What follows belongs to an exercise in optimizing a design on an open flow for small area; a production flow would make more cautious choices.
Function was checked by simulation only, so behaviour that the tests miss may differ from the original.
Power is estimated from default activity; no workload was simulated.

==> run Y: inputs <==
==> flow/design.v (excerpt) <==
module mmu_top
    #(
        parameter int MATRIX_WIDTH = 6
    )(
        input   logic clk,
        input   logic rst,
        input   logic enable,
        input   logic [8*MATRIX_WIDTH-1:0] weight_data,
        input   logic weight_signed,
        input   logic load_weight,
        input   logic [7:0] weight_addr,
        input   logic activate_weight,
        input   logic [8*MATRIX_WIDTH-1:0] data_in,
        input   logic data_signed,
        output  logic [32*MATRIX_WIDTH-1:0] result
    );
    logic [8*MATRIX_WIDTH-1:0] sds_systolic_output_n;
    systolic_data_setup_unit #(
        .MATRIX_WIDTH(MATRIX_WIDTH)
    ) systolic_data_setup_unit_tpu_core (
        .clk                (clk),
        .enable             (enable),
        .data_in            (data_in),
        .systolic_data_out_n (sds_systolic_output_n)
    );
    matrix_multiply_unit #(
        .MATRIX_WIDTH(MATRIX_WIDTH)
    ) matrix_multiply_unit_tpu_core (
        .clk                (clk),
        .rst                (rst),
        .enable             (enable),
        .weight_data        (weight_data),
        .weight_signed      (weight_signed),
        .systolic_data_n    (sds_systolic_output_n),
        .systolic_signed    (data_signed),
        .activate_weight    (activate_weight),
        .load_weight        (load_weight),
        .weight_addr        (weight_addr),
        .result             (result)
    );
endmodule
==> flow/config.mk <==
export PLATFORM = sky130hd
export DESIGN_NAME = mmu_top
export DESIGN_NICKNAME = mmu_top
export VERILOG_FILES = /design/flow/design.v
export SDC_FILE = /design/flow/constraint.sdc
export NUM_CORES = 4
export LEC_CHECK = 0
export CAP_MARGIN = 20
export CORE_MARGIN = 2
export CORE_UTILIZATION = 65
export CTS_BUF_LIST = sky130_fd_sc_hd__clkbuf_16
export CTS_CLUSTER_DIAMETER = 80
export CTS_CLUSTER_SIZE = 20
export SLEW_MARGIN = 20
export SYNTH_HIERARCHICAL = 1
export SYNTH_MINIMUM_KEEP_SIZE = 0
==> flow/constraint.sdc <==
create_clock -name core_clock -period 7.0 [get_ports {clk}]
set_input_delay 1.4000 -clock core_clock [delete_from_list [all_inputs] [get_ports {clk}]]
set_output_delay 1.4000 -clock core_clock [all_outputs]
set_load 0.01 [all_outputs]
standard.sh (not shown) runs the stock make flow with config.mk's settings and CLKGATE_MAP_FILE= SYNTH_SCRIPT=/design/flow/synth_recipe.tcl, a recipe that flattens the netlist after the stock synthesis.
==> flow/flow/run.sh <==
#!/bin/bash
# Layout flow: the standard flow (standard.sh, unchanged synthesis, floorplan,
# power grid, placement, routing) with two settings changed:
#  - the port buffers that global placement inserts on every input and output are
#    the smallest buffer, sky130_fd_sc_hd__buf_1 (repair may still resize them);
#  - clock tree synthesis clusters up to 24 sinks within 90 um per clkbuf_16 leaf
#    buffer and inserts no dummy loads.
# Each make step's full log stays in orfs/logs/; standard.sh's own output is in flow.log.
set -euo pipefail
cd "$(dirname "$0")/.."
bash standard.sh \
  "BUFFER_PORTS_ARGS=-buffer_cell sky130_fd_sc_hd__buf_1" \
  "CTS_ARGS=-sink_clustering_enable -repair_clock_nets -sink_clustering_size 24 -sink_clustering_max_diameter 90 -buf_list sky130_fd_sc_hd__clkbuf_16 -dont_use_dummy_load" \
  finish > flow.log 2>&1
test -s out/final.def
==> inputs of run A, as changes to run Y <==
==> flow/flow/run.sh (replaced) <==
#!/bin/bash
# Layout flow: the standard flow (standard.sh, unchanged synthesis, floorplan,
# power grid, placement, routing) with two settings changed:
#  - the port buffers that global placement inserts on every input and output are
#    the smallest buffer, sky130_fd_sc_hd__buf_1 (repair may still resize them);
#  - clock tree synthesis clusters up to 28 sinks within 100 um per clkbuf_16 leaf
#    buffer and inserts no dummy loads.
# Each make step's full log stays in orfs/logs/; standard.sh's own output is in flow.log.
set -euo pipefail
cd "$(dirname "$0")/.."
bash standard.sh \
  "BUFFER_PORTS_ARGS=-buffer_cell sky130_fd_sc_hd__buf_1" \
  "CTS_ARGS=-sink_clustering_enable -repair_clock_nets -sink_clustering_size 28 -sink_clustering_max_diameter 100 -buf_list sky130_fd_sc_hd__clkbuf_16 -dont_use_dummy_load" \
  finish > flow.log 2>&1
test -s out/final.def
CAP_MARGIN = 10   (was 20)
CORE_UTILIZATION = 75   (was 65)
CTS_BUF_LIST = unset   (was sky130_fd_sc_hd__clkbuf_16)
CTS_CLUSTER_DIAMETER = unset   (was 80)
CTS_CLUSTER_SIZE = unset   (was 20)
SLEW_MARGIN = 10   (was 20)
==> inputs of run B, as changes to run Y <==
==> flow/flow/run.sh (replaced) <==
#!/bin/bash
# Layout flow: the standard flow (standard.sh, unchanged synthesis, floorplan,
# power grid, placement, routing) with two settings changed:
#  - the port buffers that global placement inserts on every input and output are
#    the smallest buffer, sky130_fd_sc_hd__buf_1 (repair may still resize them);
#  - clock tree synthesis clusters up to 28 sinks within 100 um per clkbuf_16 leaf
#    buffer and inserts no dummy loads.
# Each make step's full log stays in orfs/logs/; standard.sh's own output is in flow.log.
set -euo pipefail
cd "$(dirname "$0")/.."
bash standard.sh \
  "BUFFER_PORTS_ARGS=-buffer_cell sky130_fd_sc_hd__buf_1" \
  "CTS_ARGS=-sink_clustering_enable -repair_clock_nets -sink_clustering_size 28 -sink_clustering_max_diameter 100 -buf_list sky130_fd_sc_hd__clkbuf_16 -dont_use_dummy_load" \
  finish > flow.log 2>&1
test -s out/final.def
CAP_MARGIN = 10   (was 20)
CTS_BUF_LIST = unset   (was sky130_fd_sc_hd__clkbuf_16)
CTS_CLUSTER_DIAMETER = unset   (was 80)
CTS_CLUSTER_SIZE = unset   (was 20)
SLEW_MARGIN = 10   (was 20)
==> notes.md <==
In synthesized area, run Y and run A do not differ.
Between run A and run Y, the lower via count is in run Y (gap 0.62%, measured against run Y).
Between run A and run B, the lower clock power is in run A (gap 6.5%, measured against run B).
In run Y the core utilization is higher than in run B, by 0.23 points.
The highest worst hold slack belongs to run A, the lowest to run B.
Of run A and run B, run B has the higher clock skew (gap 0.048 ns).
Global-route usage, highest first: run A, run Y, run B.
Design area: run A < run B < run Y.
Register-to-register slack: run B is higher than run A (0.19 ns).
Between run B and run A, the lower maximum frequency is in run A (gap 3.3%, measured against run A).
In cell count, run B and run Y hardly differ.

## static timing again, ports no longer ideal
The flow's constraints put no driver on any port. The routed layouts listed below were extracted and timed again, unchanged, in two steps.
Step 1: set_driving_cell puts a clkbuf_16 on clk and a buf_2 on each other input, an assumption about the parent block.
Step 2 moves the port delays by t, midway between the first and last clock arrival at a register: inputs arrive t later, outputs are due t later. That takes back most of the time a late clock gives input paths.
Three values: ideal, step 1, step 2; two values: the first two.
run | t (ns) | slack for setup (ns) | pins driven straight from the clock port
run Y | 0.839 | 1.250 / 1.250 / 1.250 | 1
run A | 0.811 | 1.054 / 1.054 / 1.054 | 1
run B | 0.812 | 1.243 / 1.243 / 1.243 | 1
After both steps setup and hold are still met in every run listed.
